This is an optimization exercise on Yosys and OpenROAD, whose aim is small area, a short achievable clock period and few clock cycles, not a production implementation. Where RTL was checked, it was by simulation tests only, not by an equivalence proof against the original. The RTL of run 1 was laid out without a check of its function.

## flow/design.v (module list and top-level ports; edited modules follow where they fit)
// module M1: 996 lines
module M1 (
   input  logic         Clock,
   input  logic         Resetn,
   input  logic         start,
   output logic         done,
   input  logic  [15:0] SRAM_read_data,
   output logic  [17:0] SRAM_address,
   output logic  [15:0] SRAM_write_data,
   output logic         SRAM_we_n
);
  // ...
==> flow/flow/run.sh <==
#!/bin/bash
set -euo pipefail
bash standard.sh SETUP_SLACK_MARGIN=7 finish > standard_make.log 2>&1
==> flow/standard.sh <==
#!/bin/bash
# synth_recipe.tcl (not shown) runs the flow's synth.tcl, then flattens the netlist and writes it again
# the make line also repeats each setting of config.mk as NAME=value (left out here)
make -C /OpenROAD-flow-scripts/flow DESIGN_CONFIG=/design/flow/config.mk WORK_HOME=/design/flow/orfs CLKGATE_MAP_FILE= SYNTH_SCRIPT=/design/flow/synth_recipe.tcl "${@:-finish}"
==> flow/config.mk <==
export PLATFORM = sky130hd
export DESIGN_NAME = M1
export DESIGN_NICKNAME = M1
export VERILOG_FILES = /design/flow/design.v
export SDC_FILE = /design/flow/constraint.sdc
export NUM_CORES = 4
export LEC_CHECK = 0
export ABC_CLOCK_PERIOD_IN_PS = 4000
export CAP_MARGIN = 20
export CORE_MARGIN = 2
export CORE_UTILIZATION = 55
export SETUP_SLACK_MARGIN = 5
export SLEW_MARGIN = 20
==> flow/constraint.sdc <==
create_clock -name core_clock -period 14.0 [get_ports {Clock}]
set_input_delay 2.8000 -clock core_clock [delete_from_list [all_inputs] [get_ports {Clock}]]
set_output_delay 2.8000 -clock core_clock [all_outputs]
set_load 0.01 [all_outputs]
==> load_flow_metrics.sql, run 1 <==
INSERT INTO impl_metrics (metric_group, metric, value, unit) VALUES
('status', 'outcome', 'complete, no violations', ''),
('clocking', 'numCtsBuffers', '43', ''),
('global_routing', 'global_routing_met1_resource_utilization', '36.23', '%'),
('routing', 'detailroute.wirelength.met3', '3823', 'um'),
('worst_setup_path', 'cpLargestDelayFamily', 'adder cells', ''),
('placement', 'hpwl', '47880', 'um'),
('yosys', 'post_synth_fa_ha_maj_area_fraction', '30.66', '%'),
('routing', 'drcViolationCount', '0', ''),
('timing', 'period_needed', '6.548', 'ns'),
('placement', 'dpl.cell_count', '3017', ''),
('hold_path', 'worst_hold_path.endpoint', 'win[10][4]', ''),
('worst_setup_path', 'ff2ff_setup_slack', '7.45', 'ns'),
('yosys', 'ys_seq_area_share', '39.93', '%'),
('worst_setup_path', 'crit_path_start_kind', 'register', ''),
('yosys', 'synth_top_cell_area_share', '33.03', '%'),
('global_routing', 'global_route.usage.total', '25.32', '%'),
('worst_setup_path', 'worst_ep_required_time', '14.48', 'ns'),
('worst_setup_path', 'path_buf_inv', '4', ''),
('clocking', 'cts-root-to-sink-buffers', '3', ''),
('finish', 'area.sequential', '10670', 'um^2'),
('finish', 'multi_input_area_share', '47.29', '%'),
('yosys', 'synth_compound_gate_area_share', '9.428', '%'),
('yosys', 'synth_simple_gate_area_share', '7.064', '%'),
('clocking', 'post_cts_resized', '0', ''),
('finish', 'layout.cells.most_common_list', 'sky130_fd_sc_hd__inv_1 (536), sky130_fd_sc_hd__edfxtp_1 (294), sky130_fd_sc_hd__fa_1 (257)', ''),
('worst_setup_path', 'critical_path.startpoint', 'Yi[7]', ''),
('timing', 'max_slew.worst_pin.slew', '1.149', 'ns'),
('global_routing', 'first_global_vias', '17610', ''),
('finish', 'num-nonclk-buffers', '68', ''),
('timing', 'worst_hold_check_slack', '0.4090', 'ns'),
('yosys', 'most_used_flip_flop_cell_after_synthesis', 'sky130_fd_sc_hd__edfxtp_1', ''),
('placement', 'place.port_buffers', '54', ''),
('worst_setup_path', 'worstSetupPathDepth', '20', ''),
('floorplan', 'num_rows', '80', '');
==> inputs of run 2 (changes only) <==
--- a/flow/design.v
+++ b/flow/design.v
@@ -17,30 +17,39 @@
 logic [1:0]  state;
 logic [2:0]  ph;         
 logic [6:0]  mc;         
 logic [4:0]  fo;         
 logic [13:0] YP;         
 logic [12:0] CP;         
 logic [17:0] WP;         
 logic [7:0]  win [0:19];
-logic [15:0] UB;
-logic [7:0]  VB;
+logic [7:0]  UB;
+logic [15:0] VB;
 logic [15:0] Yr;
 logic [7:0]  Up, Vp, B0h;
-logic [8:0]  fs0, fs1, fs2, fs3, fs4;
+logic [8:0]  ps0, ps1, ps2, ps3, ps4;
+logic [9:0]  ps24;
+logic [8:0]  fs0, fs1, fs3, fs4;
 logic [9:0]  fs24;
 logic [21:0] Fs, FrowA, FrowB, FrA, FrB;
 logic [7:0]  Fc;
-assign fs0 = {1'b0, win[0]} + {1'b0, win[18]};
-assign fs1 = {1'b0, win[2]} + {1'b0, win[16]};
-assign fs2 = {1'b0, win[4]} + {1'b0, win[14]};
-assign fs3 = {1'b0, win[6]} + {1'b0, win[12]};
-assign fs4 = {1'b0, win[8]} + {1'b0, win[10]};
-assign fs24 = {1'b0, fs2} + {1'b0, fs4};
+assign ps0 = {1'b0, win[1]} + {1'b0, win[19]};
+assign ps1 = {1'b0, win[3]} + {1'b0, win[17]};
+assign ps2 = {1'b0, win[5]} + {1'b0, win[15]};
+assign ps3 = {1'b0, win[7]} + {1'b0, win[13]};
+assign ps4 = {1'b0, win[9]} + {1'b0, win[11]};
+assign ps24 = {1'b0, ps2} + {1'b0, ps4};
+always_ff @(posedge Clock) begin
+   fs0 <= ps0;
+   fs1 <= ps1;
+   fs3 <= ps3;
+   fs4 <= ps4;
+   fs24 <= ps24;
+end
 logic [8:0]  nfs0, nfs1, nfs3, nfs4;
 logic [9:0]  nfs24;
 assign nfs0 = ~fs0;
 assign nfs1 = ~fs1;
 assign nfs3 = ~fs3;
 assign nfs4 = ~fs4;
 assign nfs24 = ~fs24;
 logic fl1, fl2, fl3, fl4, fl5, fl6, fl7, fl8, fl9, fl10, fl11, fl12, fl13, fl14, fl15, fl16;
@@ -252,21 +261,23 @@
    FrB <= FrowB;
 end
 assign Fs = FrA + FrB;
 assign Fc = Fs[21] ? 8'h00 : Fs[20] ? 8'hFF : Fs[19:12];
 logic        odd_sel;
 logic [7:0]  Yi, Ui, Vi;
 logic [24:0] Rs, Gs;
 logic [25:0] Bs;
+logic [9:0]  Rr, Gr;
+logic [10:0] Br;
 logic [7:0]  Rc, Gc, Bc;
 always_ff @(posedge Clock) begin
    Yi <= odd_sel ? Yr[7:0] : Yr[15:8];
-   Ui <= odd_sel ? Up : win[7];
-   Vi <= odd_sel ? Vp : win[8];
+   Ui <= odd_sel ? Up : win[8];
+   Vi <= odd_sel ? Vp : win[7];
 end
 logic [7:0]  nYi, nUi, nVi;
 assign nYi = ~Yi;
 assign nUi = ~Ui;
 assign nVi = ~Vi;
 logic px1, px2, px3, px4, px5, px6, px7, px8, px9, px10, px11, px12, px13, px14, px15, px16;
 logic px17, px18, px19, px20, px21, px22, px23, px24, px25, px26, px27, px28, px29, px30, px31, px32;
 logic px33, px34, px35, px36, px37, px38, px39, px40, px41, px42, px43, px44, px45, px46, px47, px48;
@@ -805,103 +816,109 @@
 assign px504 = (px457 & px456) | (1'b1 & (px457 ^ px456));
 assign px505 = px459 ^ px458 ^ 1'b1;
 assign px506 = (px459 & px458) | (1'b1 & (px459 ^ px458));
 assign px507 = px461 ^ px460 ^ 1'b1;
 assign px508 = (px461 & px460) | (1'b1 & (px461 ^ px460));
 assign Rs = {1'b1, px173, px171, px169, px167, px165, px163, px161, px159, px157, px155, px153, px151, px149, px147, px145, px143, px141, px139, px137, px135, px133, px131, px129, 1'b0} + {px174, px172, px170, px168, px166, px164, px162, px160, px158, px156, px154, px152, px150, px148, px146, px144, px142, px140, px138, px136, px134, px132, px130, 1'b1, 1'b0};
 assign Gs = {1'b1, px383, px381, px379, px377, px375, px373, px371, px369, px367, px365, px363, px361, px359, px357, px355, px353, px351, px349, px347, px345, px343, px341, px339, nUi[0]} + {px384, px382, px380, px378, px376, px374, px372, px370, px368, px366, px364, px362, px360, px358, px356, px354, px352, px350, px348, px346, px344, px342, px340, 1'b1, 1'b1};
 assign Bs = {1'b1, px462, px507, px505, px503, px501, px499, px497, px495, px493, px491, px489, px487, px485, px483, px481, px479, px477, px475, px473, px471, px469, px467, px465, px463, Ui[0]} + {1'b0, px508, px506, px504, px502, px500, px498, px496, px494, px492, px490, px488, px486, px484, px482, px480, px478, px476, px474, px472, px470, px468, px466, px464, 1'b1, 1'b0};
-assign Rc = Rs[24] ? 8'h00 : Rs[23] ? 8'hFF : Rs[22:15];
-assign Gc = Gs[24] ? 8'h00 : Gs[23] ? 8'hFF : Gs[22:15];
-assign Bc = Bs[25] ? 8'h00 : (Bs[24] | Bs[23]) ? 8'hFF : Bs[22:15];
+always_ff @(posedge Clock) begin
+   Rr <= Rs[24:15];
+   Gr <= Gs[24:15];
+   Br <= Bs[25:15];
+end
+assign Rc = Rr[9] ? 8'h00 : Rr[8] ? 8'hFF : Rr[7:0];
+assign Gc = Gr[9] ? 8'h00 : Gr[8] ? 8'hFF : Gr[7:0];
+assign Bc = Br[10] ? 8'h00 : (Br[9] | Br[8]) ? 8'hFF : Br[7:0];
 logic run, fill;
 logic m_neg;           
 logic m_odd;           
 logic [6:0] m;         
 logic last_row;
 assign run   = (state == S_RUN);
 assign fill  = (state == S_FILL);
 assign m_neg = (mc == 7'd0);
 assign m     = mc - 7'd1;
 assign m_odd = ~mc[0];
 assign last_row = CP[12] & CP[11] & CP[9] & CP[8];    
-localparam [2:0] SH_NONE = 3'd0, SH_BUS = 3'd1, SH_UBH = 3'd2, SH_UBL = 3'd3,
-                 SH_VB = 3'd4, SH_CLAMP = 3'd5;
+localparam [2:0] SH_NONE = 3'd0, SH_BUS = 3'd1, SH_VBH = 3'd2, SH_VBL = 3'd3,
+                 SH_UB = 3'd4, SH_CLAMP = 3'd5;
 logic [2:0] sh;
 logic ub_ld, vb_ld, y_ld, up_ld, vp_ld;
 always_comb begin
    sh = SH_NONE;
    ub_ld = 1'b0; vb_ld = 1'b0; y_ld = 1'b0; up_ld = 1'b0; vp_ld = 1'b0;
    odd_sel = 1'b1;
    if (run) begin
       case (ph)
-         3'd0: begin odd_sel = 1'b0; vp_ld = 1'b1; end
+         3'd0: up_ld = 1'b1;
+         3'd1: ;
          3'd2: begin
             if (mc == 7'd96) begin               
-               sh = SH_BUS; ub_ld = 1'b1;
-            end else if (!m_odd && m <= 7'd88 && !m_neg) begin
                sh = SH_BUS; vb_ld = 1'b1;
+            end else if (!m_odd && m <= 7'd88 && !m_neg) begin
+               sh = SH_BUS; ub_ld = 1'b1;
             end else if (m_odd && (m_neg || m <= 7'd89)) begin
-               sh = SH_VB;
+               sh = SH_UB;
             end else
                sh = SH_CLAMP;
-            if (m_odd && (m_neg || m <= 7'd87)) ub_ld = 1'b1;
+            if (m_odd && (m_neg || m <= 7'd87)) vb_ld = 1'b1;
          end
          3'd3: begin
             y_ld = 1'b1;
             if (mc == 7'd96) begin               
-               sh = SH_BUS; vb_ld = 1'b1;
+               sh = SH_BUS; ub_ld = 1'b1;
             end else if (m_odd && (m_neg || m <= 7'd87))
-               sh = SH_UBH;
+               sh = SH_VBH;
             else if (!m_odd && m <= 7'd88)
-               sh = SH_UBL;
+               sh = SH_VBL;
             else
                sh = SH_CLAMP;
          end
-         3'd4: begin
-            up_ld = 1'b1;
+         default: begin  
+            vp_ld = 1'b1;
+            odd_sel = 1'b0;
             if (mc == 7'd96) sh = SH_CLAMP;      
          end
-         default: ;
       endcase
    end else if (fill) begin
       case (fo)
-         5'd2:  begin sh = SH_BUS; ub_ld = 1'b1; end    
-         5'd3:  begin sh = SH_BUS; vb_ld = 1'b1; end    
-         5'd12: sh = SH_UBL;                            
-         5'd13: sh = SH_VB;                             
-         5'd14: begin sh = SH_BUS; ub_ld = 1'b1; end    
-         5'd15: begin sh = SH_BUS; vb_ld = 1'b1; end    
-         5'd16: sh = SH_UBL;                            
-         5'd17: sh = SH_VB;                             
-         5'd18: begin sh = SH_BUS; ub_ld = 1'b1; end    
-         5'd19: begin sh = SH_BUS; vb_ld = 1'b1; end    
-         5'd20: sh = SH_UBL;                            
+         5'd2:  begin sh = SH_BUS; vb_ld = 1'b1; end    
+         5'd3:  begin sh = SH_BUS; ub_ld = 1'b1; end    
+         5'd12: sh = SH_VBL;                            
+         5'd13: sh = SH_UB;                             
+         5'd14: begin sh = SH_BUS; vb_ld = 1'b1; end    
+         5'd15: begin sh = SH_BUS; ub_ld = 1'b1; end    
+         5'd16: sh = SH_VBL;                            
+         5'd17: sh = SH_UB;                             
+         5'd18: begin sh = SH_BUS; vb_ld = 1'b1; end    
+         5'd19: begin sh = SH_BUS; ub_ld = 1'b1; end    
+         5'd20: sh = SH_VBL;                            
          default: if (fo >= 5'd4) sh = SH_CLAMP;
       endcase
    end
 end
 logic [7:0] sh_in;
 always_comb begin
    case (sh)
       SH_BUS:  sh_in = SRAM_read_data[15:8];
-      SH_UBH:  sh_in = UB[15:8];
-      SH_UBL:  sh_in = UB[7:0];
-      SH_VB:   sh_in = VB;
+      SH_VBH:  sh_in = VB[15:8];
+      SH_VBL:  sh_in = VB[7:0];
+      SH_UB:   sh_in = UB;
       default: sh_in = win[18];
    endcase
 end
 always_ff @(posedge Clock) begin
    if (sh != SH_NONE) begin
       for (int i = 0; i < 19; i++) win[i] <= win[i+1];
       win[19] <= sh_in;
    end
-   if (ub_ld) UB <= SRAM_read_data;
-   if (vb_ld) VB <= SRAM_read_data[7:0];
+   if (ub_ld) UB <= SRAM_read_data[7:0];
+   if (vb_ld) VB <= SRAM_read_data;
    if (y_ld)  Yr <= SRAM_read_data;
    if (up_ld) Up <= Fc;
    if (vp_ld) Vp <= Fc;
    B0h <= Bc;
    case (ph)
       3'd1:    SRAM_write_data <= {Rc, Gc};
       3'd2:    SRAM_write_data <= {B0h, Rc};
       default: SRAM_write_data <= {Gc, Bc};
@@ -936,62 +953,62 @@
 always_ff @(posedge Clock) begin
    case (state)
       S_IDLE: begin
          if (start) begin
             fo <= 5'd0;
             YP <= 14'd0;
             CP <= 13'd0;
             WP <= BASE_RGB;
-            SRAM_address <= BASE_U;               
+            SRAM_address <= BASE_V;               
          end
       end
       S_FILL: begin
          fo <= fo + 5'd1;
          case (fo)
-            5'd0:  begin SRAM_address <= BASE_V + CP; CP <= CP + 13'd1; end
-            5'd11: SRAM_address <= BASE_U + CP;
-            5'd12: begin SRAM_address <= BASE_V + CP; CP <= CP + 13'd1; end
-            5'd15: SRAM_address <= BASE_U + CP;
-            5'd16: begin SRAM_address <= BASE_V + CP; CP <= CP + 13'd1; end
-            5'd20: SRAM_address <= BASE_U + CP;   
+            5'd0:  begin SRAM_address <= BASE_U + CP; CP <= CP + 13'd1; end
+            5'd11: SRAM_address <= BASE_V + CP;
+            5'd12: begin SRAM_address <= BASE_U + CP; CP <= CP + 13'd1; end
+            5'd15: SRAM_address <= BASE_V + CP;
+            5'd16: begin SRAM_address <= BASE_U + CP; CP <= CP + 13'd1; end
+            5'd20: SRAM_address <= BASE_V + CP;   
             default: ;
          endcase
          ph <= 3'd0;
          mc <= 7'd0;
       end
       default: begin  
          ph <= (ph == 3'd4) ? 3'd0 : ph + 3'd1;
          case (ph)
             3'd0: begin
                if (mc != 7'd96) begin
                   SRAM_address <= {4'd0, YP};
                   YP <= YP + 14'd1;
                end else if (!last_row) begin
-                  SRAM_address <= BASE_V + CP;
+                  SRAM_address <= BASE_U + CP;
                   CP <= CP + 13'd1;
                end
             end
             3'd1, 3'd2, 3'd3: begin
                if (!m_neg) begin
                   SRAM_address <= WP;
                   WP <= WP + 18'd1;
                end
             end
             default: begin  
                if (mc == 7'd96) begin
                   fo <= 5'd5;
                end else begin
                   mc <= mc + 7'd1;
                   if (mc == 7'd95) begin
-                     if (!last_row) SRAM_address <= BASE_U + CP;    
+                     if (!last_row) SRAM_address <= BASE_V + CP;    
                   end else if (mc[0] && mc <= 7'd87) begin
-                     SRAM_address <= BASE_U + CP;                   
-                  end else if (!mc[0] && mc <= 7'd88) begin
                      SRAM_address <= BASE_V + CP;                   
+                  end else if (!mc[0] && mc <= 7'd88) begin
+                     SRAM_address <= BASE_U + CP;                   
                      CP <= CP + 13'd1;
                   end
                end
             end
          endcase
       end
    endcase
 end
==> flow/run.sh (new file) <==
#!/bin/bash
# synth_recipe.tcl (not shown) runs the flow's synth.tcl, then flattens the netlist and writes it again
# the make line also repeats each setting of config.mk as NAME=value (left out here)
make -C /OpenROAD-flow-scripts/flow DESIGN_CONFIG=/design/flow/config.mk WORK_HOME=/design/flow/orfs CLKGATE_MAP_FILE= SYNTH_SCRIPT=/design/flow/synth_recipe.tcl finish
removed: flow/flow/run.sh
removed: flow/standard.sh
==> run 2 against run 1 <==
Against the previous run:
- flip-flop and latch count rose by 69
- critical endpoint is now Gr[9]
- global-route usage fell by 0.82 points
- routed wire length rose by 0.14%
- worst setup slack improved by 0.27 ns
- register-to-register slack improved by 0.27 ns
- via count fell by 1.2%
==> load_flow_metrics.sql, run 2 <==
INSERT INTO impl_metrics (metric_group, metric, value, unit) VALUES
('status', 'outcome', 'complete, no violations', ''),
('placement', 'hpwl', '47630', 'um'),
('finish', 'diodes', '0', ''),
('clocking', 'clk_pin_slew', '0.06', 'ns'),
('yosys', 'yosys.cell_count.top_type', 'sky130_fd_sc_hd__inv_1', ''),
('yosys', 'synthCells', '2426', ''),
('global_routing', 'global_route.usage.total', '24.50', '%'),
('floorplan', 'die-height', '228.2', 'um'),
('routing', 'ant_nets', '0', ''),
('finish', 'largest_registers', 'win x152, FrA x20, FrB x19', ''),
('worst_setup_path', 'rr_startpoint', 'Yi[6]', ''),
('finish', 'largest_register_ffs', '152', ''),
('routing', 'drcViolationCount', '0', ''),
('worst_setup_path', 'endpoint_kind', 'register', ''),
('routing', 'post_drt_wl_per_cell', '19.08', 'um'),
('yosys', 'most_area_hungry_cell_type_in_the_yosys_netlist', 'sky130_fd_sc_hd__edfxtp_1', ''),
('routing', 'num_vias', '16870', ''),
('finish', 'fin_util', '61.26', '%'),
('yosys', 'netlist_top_cells_area', 'sky130_fd_sc_hd__edfxtp_1 (31%), sky130_fd_sc_hd__fa_1 (19%), sky130_fd_sc_hd__dfxtp_1 (12%)', ''),
('timing', 'finalCritPeriodShare', '44.81', '%'),
('floorplan', 'ios', '55', ''),
('hold_path', 'hold_path_class', 'reg2reg', ''),
('placement', 'dpl.cell_count', '3111', ''),
('global_routing', 'grt_antenna_before_repair', '1', ''),
('clocking', 'clk_root_buffer_cell', 'sky130_fd_sc_hd__clkbuf_16', ''),
('yosys', 'yosys_warnings', '2', ''),
('finish', 'layout.cells.most_common_list', 'sky130_fd_sc_hd__inv_1 (542), sky130_fd_sc_hd__edfxtp_1 (286), sky130_fd_sc_hd__fa_1 (257)', ''),
('global_routing', 'first_global_vias', '17740', ''),
('hold_path', 'worst_hold_path.endpoint', 'FrB[20]', ''),
('yosys', 'ys_seq_area_share', '43.29', '%'),
('timing', 'period_needed', '6.273', 'ns'),
('clocking', 'post_cts_resized', '0', ''),
('worst_setup_path', 'crit_type', 'reg2reg', ''),
('timing', 'grt_setup_unrepaired', 'false', ''),
('clocking', 'cts_tree', 'built', ''),
('yosys', 'synth_unique_cells', '73', ''),
('floorplan', 'die_area', '52090', 'um^2'),
('global_routing', 'largest_net_degree_at_the_start_of_global_routing', '55', ''),
('timing', 'finalHoldViolCount', '0', ''),
('worst_setup_path', 'ff2ff_path_depth', '20', ''),
('timing', 'max_slew.worst_pin.slew', '1.003', 'ns'),
('routing', 'initialDrtViolationCount', '1224', ''),
('clocking', 'numClockSinks', '454', ''),
('timing', 'slew_headroom', '32.90', '%'),
('placement', 'placement.cell_area', '28940', 'um^2'),
('finish', 'layoutNonFillerInstCount', '3205', ''),
('global_routing', 'grt_first_pass_wirelength', '98340', 'um'),
('yosys', 'asyncSetResetFlopFracSynth', '0.8811', '%'),
('routing', 'finalWirelength', '61140', 'um'),
('floorplan', 'starting_density', '55.46', '%'),
('timing', 'achievable-frequency', '159.4', 'MHz'),
('yosys', 'avgSynthCellArea', '11.40', 'um^2'),
('routing', 'drt-vias-per-instance', '5.264', ''),
('worst_setup_path', 'worst_ep_required_time', '14.47', 'ns'),
('finish', 'postLayoutCellArea', '30550', 'um^2'),
('yosys', 'postSynthRegisterBits', '454', ''),
('routing', 'dr.pass1.iters', '5', ''),
('yosys', 'most_used_flip_flop_cell_after_synthesis', 'sky130_fd_sc_hd__edfxtp_1', ''),
('clocking', 'cts-root-to-sink-buffers', '3', ''),
('yosys', 'synth_top_cell_area_share', '31.06', '%'),
('finish', 'layout.cells.most_common', 'sky130_fd_sc_hd__inv_1', ''),
('timing', 'timing_max_transition_violations_final', '0', ''),
('floorplan', 'num_rows', '82', ''),
('yosys', 'post_synth_instance_area', '27650', 'um^2'),
('floorplan', 'placeableCoreArea', '49860', 'um^2'),
('timing', 'post_route_clock_skew', '0.02334', 'ns'),
('timing', 'worst_hold_check_slack', '0.3569', 'ns'),
('flow_run', 'maxCapViolations', '0', ''),
('finish', 'final_net_count', '3006', ''),
('placement', 'routabilityCongestion', '0.9480', ''),
('finish', 'post_route_cells_drive_above_1_share', '4.224', '%'),
('worst_setup_path', 'timing.critical_path.arrival', '6.74', 'ns'),
('worst_setup_path', 'crit_path_start_kind', 'register', ''),
('clocking', 'cts_setup_buffers', '0', ''),
('worst_setup_path', 'r2r_end', 'Gr[9]', ''),
('worst_setup_path', 'worst-path-max-fanout', '8', ''),
('clocking', 'ctsHtreeMaxLevel', '2', ''),
('floorplan', 'fp.dieW', '228.2', 'um'),
('timing', 'tns', '0', 'ns'),
('worst_setup_path', 'ff2ff_setup_slack', '7.73', 'ns'),
('yosys', 'mappedNetlistNets', '2941', ''),
('clocking', 'clock_latency', '0.60', 'ns'),
('yosys', 'synth.cells.most_frequent', 'sky130_fd_sc_hd__inv_1 (542), sky130_fd_sc_hd__edfxtp_1 (286), sky130_fd_sc_hd__fa_1 (257)', ''),
('finish', 'register_with_the_most_flip_flops', 'win', ''),
('clocking', 'numCtsBuffers', '50', ''),
('clocking', 'cts_hold_buf', '0', ''),
('hold_path', 'min-delay-start', 'fs4[8]', ''),
('yosys', 'number_of_enable_type_register_cells_in_the_synthesized_netlist', '286', ''),
('timing', 'finalSetupViolCount', '0', ''),
('finish', 'final.fill_count', '4107', ''),
('placement', 'dp_slack', '7.777', 'ns'),
('finish', 'area_delta_synth_final', '10.46', '%'),
('timing', 'fin_ws', '7.727', 'ns'),
('placement', 'place.port_buffers', '54', ''),
('global_routing', 'grt_remaining_overflow', '0', ''),
('hold_path', 'hold_path_cells', '0', '');
==> run 2: cell families after synthesis <==
| kind of cell | Yosys count | share of synthesized area, % |
|---|---|---|
| buffers and inverters | 592 | 8.094 |
| adders and majority gates | 502 | 29.64 |
| DFF | 454 | 43.29 |
| and+or+nand+nor | 426 | 6.932 |
| AOI/OAI and AO/OA | 326 | 7.954 |
| xor gates and xnor gates | 112 | 3.574 |
| muxes | 14 | 0.5158 |
==> run 2: metal layers <==
metal / part of all wire [%] / GRT usage (%) / vias up / wire length (um)
met5: 0.011 / 0 / - / 7
met4: 2.6 / 6.883 / 2 / 1615
met3: 4.8 / 4.275 / 95 / 2946
met2: 45 / 38.58 / 350 / 27670
met1: 47 / 35.22 / 8356 / 28900
li1: - / - / 8069 / -
==> run 2: worst max-delay path by stage <==
| stage | start | end | slack (ns) | cells after the start |
|---|---|---|---|---|
| floorplan | mc[0] | win[10][0] | 7.62 | 9 |
| global placement | Yi[6] | Gr[9] | 7.91 | 20 |
| detailed placement | Yi[6] | Gr[9] | 7.78 | 20 |
| CTS | Yi[6] | Gr[9] | 7.76 | 20 |
| global route | Yi[6] | Gr[9] | 7.33 | 20 |
| finish | Yi[6] | Gr[9] | 7.73 | 20 |
==> run 2: worst max-delay path, stage by stage (launching register included) <==
cell and delay (ns):
sky130_fd_sc_hd__dfxtp_1 0.50, sky130_fd_sc_hd__inv_1 0.33, sky130_fd_sc_hd__fa_1 0.52, sky130_fd_sc_hd__ha_1 0.30, sky130_fd_sc_hd__inv_1 0.14, sky130_fd_sc_hd__fa_1 0.47
sky130_fd_sc_hd__fa_1 0.55, sky130_fd_sc_hd__inv_1 0.05, sky130_fd_sc_hd__fa_1 0.48, sky130_fd_sc_hd__fa_1 0.55, sky130_fd_sc_hd__inv_1 0.04, sky130_fd_sc_hd__ha_1 0.29
sky130_fd_sc_hd__o211ai_1 0.09, sky130_fd_sc_hd__nor2_1 0.17, sky130_fd_sc_hd__o211ai_1 0.15, sky130_fd_sc_hd__o31ai_1 0.48, sky130_fd_sc_hd__a221o_1 0.37, sky130_fd_sc_hd__a41oi_1 0.18
sky130_fd_sc_hd__a21oi_1 0.23, sky130_fd_sc_hd__a21oi_1 0.11, sky130_fd_sc_hd__xor2_1 0.14
==> run 2: layout make-up <==
class	count	area [um^2]	share of cell area [%]
multi-input combinational	1380	13480	44.12
clock inverter	24	176.4	0.5776
clock buffer	70	1429	4.678
tap	672	840.8	2.753
timing repair buffer	63	615.6	2.015
inverter	542	2034	6.660
sequential	454	11970	39.20
Testbench counts of run 2, summed over its fixed seeds: cycles 432,900.
==> inputs of run 3 (changes only) <==
==> flow/flow/run.sh (new file) <==
#!/bin/bash
set -euo pipefail
bash standard.sh SETUP_SLACK_MARGIN=9 finish > standard_make.log 2>&1
==> flow/standard.sh (new file) <==
#!/bin/bash
# synth_recipe.tcl (not shown) runs the flow's synth.tcl, then flattens the netlist and writes it again
# the make line also repeats each setting of config.mk as NAME=value (left out here)
make -C /OpenROAD-flow-scripts/flow DESIGN_CONFIG=/design/flow/config.mk WORK_HOME=/design/flow/orfs CLKGATE_MAP_FILE= SYNTH_SCRIPT=/design/flow/synth_recipe.tcl "${@:-finish}"
removed: flow/run.sh
==> run 3 against run 2 <==
Against the previous run:
- register-to-register slack gained 0.78 ns
- count of clock-buffer cells in the layout shrank 11
- critical path depth is the same
- first-iteration DRC count shrank 2.9%
- via count grew 1.9%
- critical endpoint unchanged
- synthesized cell count is the same
==> load_flow_metrics.sql, run 3 <==
INSERT INTO impl_metrics (metric_group, metric, value, unit) VALUES
('status', 'outcome', 'complete, no violations', ''),
('finish', 'diodes', '0', ''),
('yosys', 'number_of_enable_type_register_cells_in_the_synthesized_netlist', '286', ''),
('yosys', 'asyncSetResetFlopFracSynth', '0.8811', '%'),
('finish', 'postLayoutCellArea', '31400', 'um^2'),
('clocking', 'clk_pin_slew', '0.06', 'ns'),
('global_routing', 'grt_remaining_overflow', '0', ''),
('placement', 'dp_slack', '8.336', 'ns'),
('timing', 'finalCritPeriodShare', '39.26', '%'),
('timing', 'tns', '0', 'ns'),
('yosys', 'yosys.cell_count.top_type', 'sky130_fd_sc_hd__inv_1', ''),
('timing', 'achievable-frequency', '181.9', 'MHz'),
('placement', 'placement.cell_area', '29060', 'um^2'),
('timing', 'slew_headroom', '34.29', '%'),
('yosys', 'netlist_top_cells_area', 'sky130_fd_sc_hd__edfxtp_1 (31%), sky130_fd_sc_hd__fa_1 (19%), sky130_fd_sc_hd__dfxtp_1 (12%)', ''),
('global_routing', 'grt_first_pass_wirelength', '99100', 'um'),
('timing', 'finalSetupViolCount', '0', ''),
('finish', 'area.sequential', '12000', 'um^2'),
('routing', 'post_drt_wl_per_cell', '19.31', 'um'),
('finish', 'final_net_count', '3049', ''),
('routing', 'drcViolationCount', '0', ''),
('worst_setup_path', 'worst-path-max-fanout', '8', ''),
('routing', 'finalWirelength', '62700', 'um'),
('worst_setup_path', 'crit_path_start_kind', 'register', ''),
('global_routing', 'global_route.usage.total', '24.72', '%'),
('yosys', 'postSynthRegisterBits', '454', ''),
('timing', 'period_needed', '5.497', 'ns'),
('floorplan', 'die_area', '52090', 'um^2'),
('yosys', 'synth_top_cell_area_share', '31.06', '%'),
('clocking', 'cts-root-to-sink-buffers', '3', ''),
('yosys', 'ys_seq_area_share', '43.29', '%'),
('placement', 'hpwl', '48050', 'um'),
('yosys', 'mappedNetlistNets', '2941', ''),
('worst_setup_path', 'timing.critical_path.arrival', '5.97', 'ns'),
('clocking', 'cts_tree', 'built', ''),
('yosys', 'most_used_flip_flop_cell_after_synthesis', 'sky130_fd_sc_hd__edfxtp_1', ''),
('global_routing', 'grt_antenna_before_repair', '2', ''),
('clocking', 'ctsHtreeMaxLevel', '2', ''),
('yosys', 'yosys_warnings', '2', ''),
('global_routing', 'largest_net_degree_at_the_start_of_global_routing', '95', ''),
('timing', 'finalHoldViolCount', '0', ''),
('finish', 'final.fill_count', '4049', ''),
('hold_path', 'hold_path_class', 'reg2reg', ''),
('worst_setup_path', 'endpoint_kind', 'register', ''),
('flow_run', 'maxCapViolations', '0', ''),
('yosys', 'synthCells', '2426', ''),
('routing', 'drt-vias-per-instance', '5.295', ''),
('finish', 'layout.cells.most_common', 'sky130_fd_sc_hd__inv_1', ''),
('yosys', 'avgSynthCellArea', '11.40', 'um^2'),
('placement', 'routabilityCongestion', '0.9064', ''),
('floorplan', 'starting_density', '55.46', '%'),
('finish', 'multi_input_gate_area_in_the_final_layout', '13800', 'um^2'),
('yosys', 'post_synth_instance_area', '27650', 'um^2'),
('placement', 'place.port_buffers', '54', ''),
('timing', 'post_route_clock_skew', '0.03409', 'ns'),
('finish', 'fin_util', '62.97', '%'),
('worst_setup_path', 'crit_type', 'reg2reg', ''),
('routing', 'dr.pass1.iters', '5', ''),
('finish', 'register_with_the_most_flip_flops', 'win', ''),
('timing', 'fin_ws', '8.503', 'ns'),
('finish', 'largest_register_ffs', '152', ''),
('floorplan', 'num_rows', '82', ''),
('global_routing', 'first_global_vias', '17810', ''),
('finish', 'area_delta_synth_final', '13.54', '%'),
('worst_setup_path', 'ff2ff_setup_slack', '8.50', 'ns'),
('timing', 'max_slew.worst_pin.slew', '0.9856', 'ns'),
('yosys', 'most_area_hungry_cell_type_in_the_yosys_netlist', 'sky130_fd_sc_hd__edfxtp_1', ''),
('clocking', 'clock_latency', '0.62', 'ns'),
('floorplan', 'placeableCoreArea', '49860', 'um^2'),
('floorplan', 'die-height', '228.2', 'um'),
('clocking', 'clk_root_buffer_cell', 'sky130_fd_sc_hd__clkbuf_16', ''),
('finish', 'largest_registers', 'win x152, FrA x20, FrB x19', ''),
('yosys', 'synth.cells.most_frequent', 'sky130_fd_sc_hd__inv_1 (542), sky130_fd_sc_hd__edfxtp_1 (286), sky130_fd_sc_hd__fa_1 (257)', ''),
('finish', 'layout.cells.most_common_list', 'sky130_fd_sc_hd__inv_1 (519), sky130_fd_sc_hd__edfxtp_1 (286), sky130_fd_sc_hd__fa_1 (255)', ''),
('floorplan', 'ios', '55', ''),
('clocking', 'numCtsBuffers', '49', ''),
('floorplan', 'fp.dieW', '228.2', 'um'),
('routing', 'num_vias', '17190', ''),
('timing', 'timing_max_transition_violations_final', '0', ''),
('timing', 'grt_setup_unrepaired', 'true', ''),
('clocking', 'numClockSinks', '454', ''),
('finish', 'post_route_cells_drive_above_1_share', '8.932', '%'),
('routing', 'initialDrtViolationCount', '1188', ''),
('yosys', 'synth_unique_cells', '73', ''),
('worst_setup_path', 'worst_ep_required_time', '14.48', 'ns'),
('routing', 'ant_nets', '0', '');
==> run 3: layout make-up <==
class                           count  area share, %
Clock buffer                       59          4.184
Clock inverter                     33          1.267
Timing Repair Buffer              106          3.112
Sequential cell                   454          38.23
Inverter                          542          6.575
Multi-Input combinational cell   1381          43.96
Tap cell                          672          2.678
==> run 3: metal layers <==
layer	share of wire (%)	global-route usage [%]
met1	47	36.35
met2	45	38.28
met3	5.2	3.900
met4	2.7	7.087
met5	0	0
==> run 3: timing repair <==
item / 4_1_cts / 5_1_grt
buffers inserted: 29 / 14
hold buffers: 0 / 0
resized for setup: 29 / 35
pin swaps: 26 / 28
setup endpoints to repair: 77 / 82
gates cloned: 0 / 1
==> run 3: path summary, 6_finish.rpt <==
path                        endpoint  cells past startpoint    from
max in group asynchronous  SRAM_we_n                      1  Resetn
setup / recovery               Gr[9]                     20   Yi[6]
min in group asynchronous   state[0]                      1  Resetn
setup reg to reg               Gr[9]                     20   Yi[6]
hold reg to reg              FrB[20]                      0  fs4[8]
hold / removal               FrB[20]                      0  fs4[8]
==> run 3: cell families (layout without fill, tap and decap cells) <==
logic type               after synthesis  in the layout  share of synthesized area (%)
AO/OA/AOI/OAI                        326            326                          7.954
XOR/XNOR                             112            112                          3.574
adder cells (fa/ha/maj)              502            502                          29.64
buffers and inverters                592            740                          8.094
flip-flops                           454            454                          43.29
multiplexers                          14             14                         0.5158
AND/OR/NAND/NOR                      426            427                          6.932
==> run 3: per-stage QoR <==
stage | instances | hold WS [ns]
global route | 3247 | 0.3825
finish | 3247 | 0.3578
floorplan | 2426 | 0.3308
detailed placement | 3111 | 0.3467
global placement | 3111 | 0.3351
CTS | 3232 | 0.3579
==> run 3: critical path: stages (launching register included) <==
cell and delay, ns:
sky130_fd_sc_hd__dfxtp_4 0.37, sky130_fd_sc_hd__inv_8 0.10, sky130_fd_sc_hd__fa_1 0.41, sky130_fd_sc_hd__ha_1 0.29
sky130_fd_sc_hd__inv_2 0.09, sky130_fd_sc_hd__fa_1 0.44, sky130_fd_sc_hd__fa_1 0.54, sky130_fd_sc_hd__inv_2 0.04
sky130_fd_sc_hd__fa_1 0.46, sky130_fd_sc_hd__fa_1 0.52, sky130_fd_sc_hd__inv_2 0.05, sky130_fd_sc_hd__ha_4 0.26
sky130_fd_sc_hd__o211ai_1 0.09, sky130_fd_sc_hd__nor2_2 0.18, sky130_fd_sc_hd__o211ai_1 0.18, sky130_fd_sc_hd__o31ai_4 0.39
sky130_fd_sc_hd__a221o_1 0.32, sky130_fd_sc_hd__a41oi_2 0.18, sky130_fd_sc_hd__a21oi_2 0.23, sky130_fd_sc_hd__a21oi_2 0.08
sky130_fd_sc_hd__xor2_1 0.16

==> static timing again, ports no longer ideal <==
No port has a modelled driver above. Below, the same layouts with a new extraction and two added sets of constraints.
Step 1 (the two cells are an assumption about what drives the block):
set clk [get_ports {Clock}]
set_driving_cell -lib_cell sky130_fd_sc_hd__clkbuf_16 $clk
set_driving_cell -lib_cell sky130_fd_sc_hd__buf_2 [delete_from_list [all_inputs] $clk]
Step 2 times the ports against the registers' clock, not the clock port: input delays grow and output delays shrink by t, the midpoint of the rising clock arrivals with the driver on.
a / b / c = ideal / step 1 / step 2; a / b = the first two.
run	t, ns	setup WS [ns]	worst hold slack (ns)	latest minus earliest clock arrival (ns)
run 1	0.621	7.452 / 7.452 / 7.452	0.409 / 0.409 / 0.409	0.025 / 0.026
run 2	0.645	7.727 / 7.727 / 7.727	0.357 / 0.357 / 0.357	0.025 / 0.025
run 3	0.657	8.503 / 8.503 / 8.503	0.358 / 0.358 / 0.358	0.037 / 0.037
After both steps setup and hold are still met in every run listed.
